Source: an optimization exercise on an open RTL-to-GDS flow (aim: small area). Production flows keep margins and buffers that such runs may drop. Function was checked by simulation only, so behaviour that the tests miss may differ from the original. No activity file was given, so power comes from the tool's default toggle rates.

===== flow/design.v =====
module Decoder(
	input     [31:0] instr,       
	input            zero,        
	output reg       memtoreg,    
	output reg       memwrite,    
	output reg       dobranch,    
	output reg       alusrcbimm,  
	output reg [4:0] destreg,     
	output reg       regwrite,    
	output reg       dojump,      
	output reg [2:0] alucontrol   
);
	wire [5:0] op = instr[31:26];
	wire [5:0] funct = instr[5:0];
	always @*
	begin
		case (op)
			6'b000000:  
				begin
					regwrite = 1;
					destreg = instr[15:11];
					alusrcbimm = 0;
					dobranch = 0;
					memwrite = 0;
					memtoreg = 0;
					dojump = 0;
					case (funct)
						6'b100001: alucontrol = 3'b101;  
						6'b100011: alucontrol = 3'b001;  
						6'b100100: alucontrol = 3'b111;  
						6'b100101: alucontrol = 3'b110;  
						6'b101011: alucontrol = 3'b000;  
						default:   alucontrol = 3'b010;  
					endcase
				end
			6'b100011,  
			6'b101011:  
				begin
					regwrite = ~op[3];
					destreg = instr[20:16];
					alusrcbimm = 1;
					dobranch = 0;
					memwrite = op[3];
					memtoreg = 1;
					dojump = 0;
					alucontrol = 3'b101;  
				end
			6'b000100:  
				begin
					regwrite = 0;
					destreg = 5'b00000;
					alusrcbimm = 0;
					dobranch = zero;  
					memwrite = 0;
					memtoreg = 0;
					dojump = 0;
					alucontrol = 3'b001;  
				end
			6'b001001:  
				begin
					regwrite = 1;
					destreg = instr[20:16];
					alusrcbimm = 1;
					dobranch = 0;
					memwrite = 0;
					memtoreg = 0;
					dojump = 0;
					alucontrol = 3'b101;  
				end
			6'b000010:  
				begin
					regwrite = 0;
					destreg = 5'b00000;
					alusrcbimm = 0;
					dobranch = 0;
					memwrite = 0;
					memtoreg = 0;
					dojump = 1;
					alucontrol = 3'b010;
				end
			default:  
				begin
					regwrite = 1'b0;
					destreg = 5'b00000;
					alusrcbimm = 1'b0;
					dobranch = 1'b0;
					memwrite = 1'b0;
					memtoreg = 1'b0;
					dojump = 1'b0;
					alucontrol = 3'b010;
				end
		endcase
	end
endmodule
module Datapath(
	input         clk, reset,
	input         memtoreg,
	input         dobranch,
	input         alusrcbimm,
	input  [4:0]  destreg,
	input         regwrite,
	input         jump,
	input  [2:0]  alucontrol,
	output        zero,
	output [31:0] pc,
	input  [31:0] instr,
	output [31:0] aluout,
	output [31:0] writedata,
	input  [31:0] readdata
);
	wire [31:0] signimm;
	wire [31:0] srca, srcb, srcbimm;
	wire [31:0] result;
	ProgramCounter pcenv(clk, reset, dobranch, signimm, jump, instr[25:0], pc);
	SignExtension se(instr[15:0], signimm);
	assign srcbimm = alusrcbimm ? signimm : srcb;
	ArithmeticLogicUnit alu(srca, srcbimm, alucontrol, aluout, zero);
	assign result = memtoreg ? readdata : aluout;
	assign writedata = srcb;
	RegisterFile gpr(clk, regwrite & ~reset, instr[25:21], instr[20:16],
				   destreg, result, srca, srcb);
endmodule
module ProgramCounter(
	input         clk,
	input         reset,
	input         dobranch,
	input  [31:0] branchoffset,
	input         dojump,
	input  [25:0] jumptarget,
	output [31:0] progcounter
);
	reg  [31:0] pc;
	wire [31:0] incpc, branchpc, nextpc;
	Adder pcinc(.a(pc), .b(32'b100), .cin(1'b0), .y(incpc));
	Adder pcbranch(.a(incpc), .b({branchoffset[29:0], 2'b00}), .cin(1'b0), .y(branchpc));
	assign nextpc = dojump   ? {incpc[31:28], jumptarget, 2'b00} :
					dobranch ? branchpc :
							   incpc;
	always @(posedge clk)
	begin
		if (reset) begin  
			pc <= 'h00400000;
		end else begin
			pc <= nextpc;
		end
	end
	assign progcounter = pc;
endmodule
module RegisterFile(
	input         clk,
	input         we3,
	input  [4:0]  ra1, ra2, wa3,
	input  [31:0] wd3,
	output [31:0] rd1, rd2
);
	reg [31:0] registers[31:0];
	always @(posedge clk)
		if (we3) begin
			registers[wa3] <= wd3;
		end
	assign rd1 = (ra1 != 0) ? registers[ra1] : 0;
	assign rd2 = (ra2 != 0) ? registers[ra2] : 0;
endmodule
module Adder(
	input  [31:0] a, b,
	input         cin,
	output [31:0] y,
	output        cout
);
	assign {cout, y} = a + b + cin;
endmodule
module SignExtension(
	input  [15:0] a,
	output [31:0] y
);
	assign y = {{16{a[15]}}, a};
endmodule
module ArithmeticLogicUnit(
	input  [31:0] a, b,
	input  [2:0]  alucontrol,
	output reg [31:0] result,
	output reg        zero
);
always @ *
begin
	case (alucontrol)
		3'b000:  
			result = (a < b) ? 32'd1 : 32'd0;
		3'b001:  
			result = a - b;
		3'b101:  
			result = a + b;
		3'b110:  
			result = a | b;
		3'b111:  
			result = a & b;
		default:
			result = 32'b0;
	endcase
	zero = (alucontrol == 3'b010 || alucontrol == 3'b011 || alucontrol == 3'b100) ? 1'b0 : (result == 32'b0);
end
endmodule
module MIPScore(
	input clk,
	input reset,
	output [31:0] pc,
	input  [31:0] instr,
	output        memwrite,
	output [31:0] aluout, writedata,
	input  [31:0] readdata
);
	wire       memtoreg, alusrcbimm, regwrite, dojump, dobranch, zero;
	wire [4:0] destreg;
	wire [2:0] alucontrol;
	Decoder decoder(instr, zero, memtoreg, memwrite,
					dobranch, alusrcbimm, destreg,
					regwrite, dojump, alucontrol);
	Datapath dp(clk, reset, memtoreg, dobranch,
				alusrcbimm, destreg, regwrite, dojump,
				alucontrol,
				zero, pc, instr,
				aluout, writedata, readdata);
endmodule

===== flow/constraint.sdc =====
create_clock -name core_clock -period 11.0 [get_ports {clk}]
set_input_delay 2.2000 -clock core_clock [delete_from_list [all_inputs] [get_ports {clk}]]
set_output_delay 2.2000 -clock core_clock [all_outputs]
set_load 0.01 [all_outputs]

===== flow/config.mk =====
export PLATFORM = sky130hd
export DESIGN_NAME = MIPScore
export DESIGN_NICKNAME = MIPScore
export VERILOG_FILES = /design/flow/design.v
export SDC_FILE = /design/flow/constraint.sdc
export NUM_CORES = 4
export LEC_CHECK = 0
export CAP_MARGIN = 20
export CORE_MARGIN = 2
export CORE_UTILIZATION = 40
export PLACE_DENSITY = 0.6
export SLEW_MARGIN = 20

===== flow/run.sh =====
#!/bin/bash
# synth_recipe.tcl (not shown) runs the flow's synth.tcl, then flattens the netlist and writes it again
# the make line also repeats each setting of config.mk as NAME=value (left out here)
make -C /OpenROAD-flow-scripts/flow DESIGN_CONFIG=/design/flow/config.mk WORK_HOME=/design/flow/orfs CLKGATE_MAP_FILE= SYNTH_SCRIPT=/design/flow/synth_recipe.tcl finish

==> results.yml <==
outcome:
  status: "timing/DRC/antenna clean"
synthesis:
  netlist.area_leader.share: 0.544
  synthFlopType: "edfxtp_1"
  synthDistinctLibCells: 106
  synth_area_per_cell_um2: 15.7
  synth-seq-cells: 1054
  synthCells: 3608
  async_flop_share: 0
  yosysSeqAreaShare: 0.555
  ys_warn_count: 4
  yosys.area.top_type: "edfxtp_1"
  ys_top_cells_by_area: "edfxtp_1 54%, mux4_2 22%, ha_1 2.8%"
  synth_edf_count: 1024
  syn_area_um2: 56500
die:
  die_w_um: 380
  core_area_um2: 140000
  ios: 163
  dieHeight_um: 380
  rows: 137
  start_util: 0.404
  die_area_um2: 144000
setup_path:
  worstSetupEndpointType: "primary output"
  critPathRequiredTime_ns: 8.80
  rr_worst_depth: 23
  r2r_setup_slack_ns: 3.91
  path_class: "in2out"
  r2r_start: "dp.gpr.registers[23][1]$_DFFE_PP_"
  startpoint_type: "input port"
  crit_fanout: 27
  crit_arrival_ns: 8.41
  timing.rr.end: "dp.pcenv.pc[31]$_SDFF_PP0_"
  crit_end: "aluout[29]"
  startpoint: "instr[16]"
timing:
  tns_ns: 0
  drv_slew: 0
  hold_violations: 0
  fmax_ghz: 0.0942
  whs_ns: 0.645
  setup_viol: 0
  period_needed_ns: 10.61
  rsz0062_at_grt: "no"
  worst_slew_pin_slew_ns: 1.19
  slew_headroom: 0.206
  fin_crit_sh: 0.965
  skew_ns: 0.0281
clocking:
  clk_pin_slew_ns: 0.06
  clk_latency_ns: 0.71
  cts.path.max_buffers: 3
  cts-buffers-inserted: 112
  root_buffer: "clkbuf_16"
  cts_tree: "built"
  htreeDepth: 3
  clock-sinks: 1054
detailed_routing:
  drt_wl_total_um: 191000
  vias_per_cell: 6.39
  vias: 37100
  wl_per_cell_um: 32.9
  firstDrtPassIters: 5
  ant_nets: 0
  drc: 0
  drtIter0Drc: 4733
place:
  gp_congestion: 0.949
  portBuffers: 160
  dp_hpwl_um: 119000
global_routing:
  grt_use_total: 0.262
  grt_max_degree: 92
  overflow: 0
  grt_pass1_wl_um: 272000
  antenna_found_initial: 9
  grt_pass1_vias: 36600
final_layout:
  area_growth_pct: 15.1
  drive_above_1_share: 0.272
  fin_nets: 4023
run:
  cap_violations: 0
power:
  power.leakage_nw: 22.1
  ir_worst_vdd_mv: 0.116
  power_density_nw_per_um2: 154
min_path:
  hp-start: "dp.pcenv.pc[21]$_SDFF_PP0_"
  whs_path_depth: 3
  hold_path.class: "reg2reg"
registers in the layout, summed over array words and instances (netlist names):
register,flops
dp.gpr.registers,1024
dp.pcenv.pc,30
where the power goes:
part	switching, mW	internal, mW
combinational	1.15	0.672
clock	1.59	2.02
sequential	0.00342	4.58
stage by stage:
stage | cell area, um^2 | util | instances | worst slack, ns | total power [mW]
2_1_floorplan | 56500 | - | 3609 | 1.16 | 5.73
3_3_place_gp | 61500 | 0.440 | 5589 | 0.261 | 6.45
3_5_place_dp | 61500 | 0.440 | 5589 | 0.201 | 6.44
4_1_cts | 65000 | 0.464 | 5801 | 0.182 | 10.0
5_1_grt | 65000 | 0.465 | 5802 | 0.0108 | 10.3
6_report | 65000 | 0.465 | 5804 | 0.389 | 10.0
worst max-delay path: stages:
cell and delay, ns:
buf_8 0.24, buf_12 0.32, buf_4 0.34, mux4_2 0.55, mux4_2 0.48, mux2i_2 0.32, buf_4 0.22, nor3_1 0.05
a21oi_1 0.27, ha_1 0.38, nand3_1 0.23, o31ai_4 0.46, o31a_2 0.31, a21oi_1 0.13, or3_1 0.40, o41ai_1 0.36
xnor2_1 0.10, o211ai_1 0.34, clkdlybuf4s50_1 0.62
timing repair:
item,4_1_cts,5_1_grt
hold buffers,0,0
gates resized for setup,0,5
endpoints found under the setup margin,0,3
buffers inserted,0,0
kinds of logic (layout without fill, tap and decap cells):
group	after synthesis	count (layout)	share of synthesized area
flops	1054	1054	0.555
mux	728	728	0.252
simple gates	728	728	0.0621
compound gates	527	527	0.0654
buf+inv	374	691	0.0265
fa+ha+maj	129	129	0.0290
xor+xnor	67	67	0.0104
other cells	1	4	0.0000664
worst min-delay path by stage:
stage | end | slack [ns]
2_1_floorplan | dp.pcenv.pc[21]$_SDFF_PP0_ | 0.65
5_1_grt | dp.pcenv.pc[31]$_SDFF_PP0_ | 0.70
4_1_cts | dp.pcenv.pc[31]$_SDFF_PP0_ | 0.65
6_report | dp.pcenv.pc[21]$_SDFF_PP0_ | 0.65
3_3_place_gp | dp.pcenv.pc[31]$_SDFF_PP0_ | 0.62
3_5_place_dp | dp.pcenv.pc[31]$_SDFF_PP0_ | 0.64
layout by cell type (no fill, tap or decap), types with 110 or more instances in the layout:
cell type	n
nor2_1	239
inv_1	110
mux2i_1	134
clkdlybuf4s50_1	151
mux4_2	550
a21oi_1	148
ha_1	126
clkbuf_16	115
buf_4	195
edfxtp_1	1024
nand2_1	121
Yosys cell counts (6+ instances only):
library cell	instances
edfxtp_1	1024
mux4_2	550
nor2_1	284
clkbuf_1	167
a21oi_1	150
mux2i_1	135
ha_1	126
nand2_1	122
inv_1	110
nor3_1	85
nand3_1	64
buf_1	59
o21ai_0	46
mux2_2	42
xnor2_1	42
o221ai_1	35
a21o_1	32
dfxtp_1	30
a221oi_1	29
o22ai_1	29
nor2b_1	27
buf_2	25
xor2_1	25
and3_1	24
o211ai_1	22
a22o_1	20
a211o_1	17
o31ai_1	15
a31oi_1	14
a311o_1	13
nand4_1	13
nor4_1	13
and2_1	11
nand2b_1	11
or2_2	10
a211oi_1	9
o21bai_1	9
or3_1	9
o21a_1	8
buf_4	7
or4_1	7
o21ai_1	6
per-layer routing:
metal	GRT usage	share of wire
met5	0	0.00022
met4	0.0827	0.032
met3	0.0582	0.11
met2	0.403	0.45
met1	0.371	0.41
area by class of cell:
cell class	instances	area, um^2
repair buffers	368	3390
multi-input cells	2181	24000
clock buffers	151	3020
diodes	2	5.00
fillers	12100	74900
flip-flops and latches	1054	31400
well taps	1876	2350
clock inverters	61	442
inverters	111	422

[port drivers added, routing unchanged]
Ports are ideal in the flow. The routed layout listed here was re-timed in OpenROAD.
Step 1 sets driving cells, clkbuf_16 on the clock port and buf_2 on the other inputs (assumed; they add their load-dependent delay and slew).
Step 2 also shifts input and output timing later by t, the mid clock arrival at the registers, as if the neighbouring blocks saw the same clock.
Slacks: ideal ports / drivers / drivers and shift; pairs: ideal ports / drivers.
shift t [ns]: 0.769
slack for setup (ns): 0.389 / 0.314 / 0.314
worst setup path at the end: input to output
worst data-port slew with drivers (ns): 0.10
After both steps setup and hold are still met in this run. The setup slack of this run moves by -0.075 ns with the drivers and by -0.075 ns with both steps.
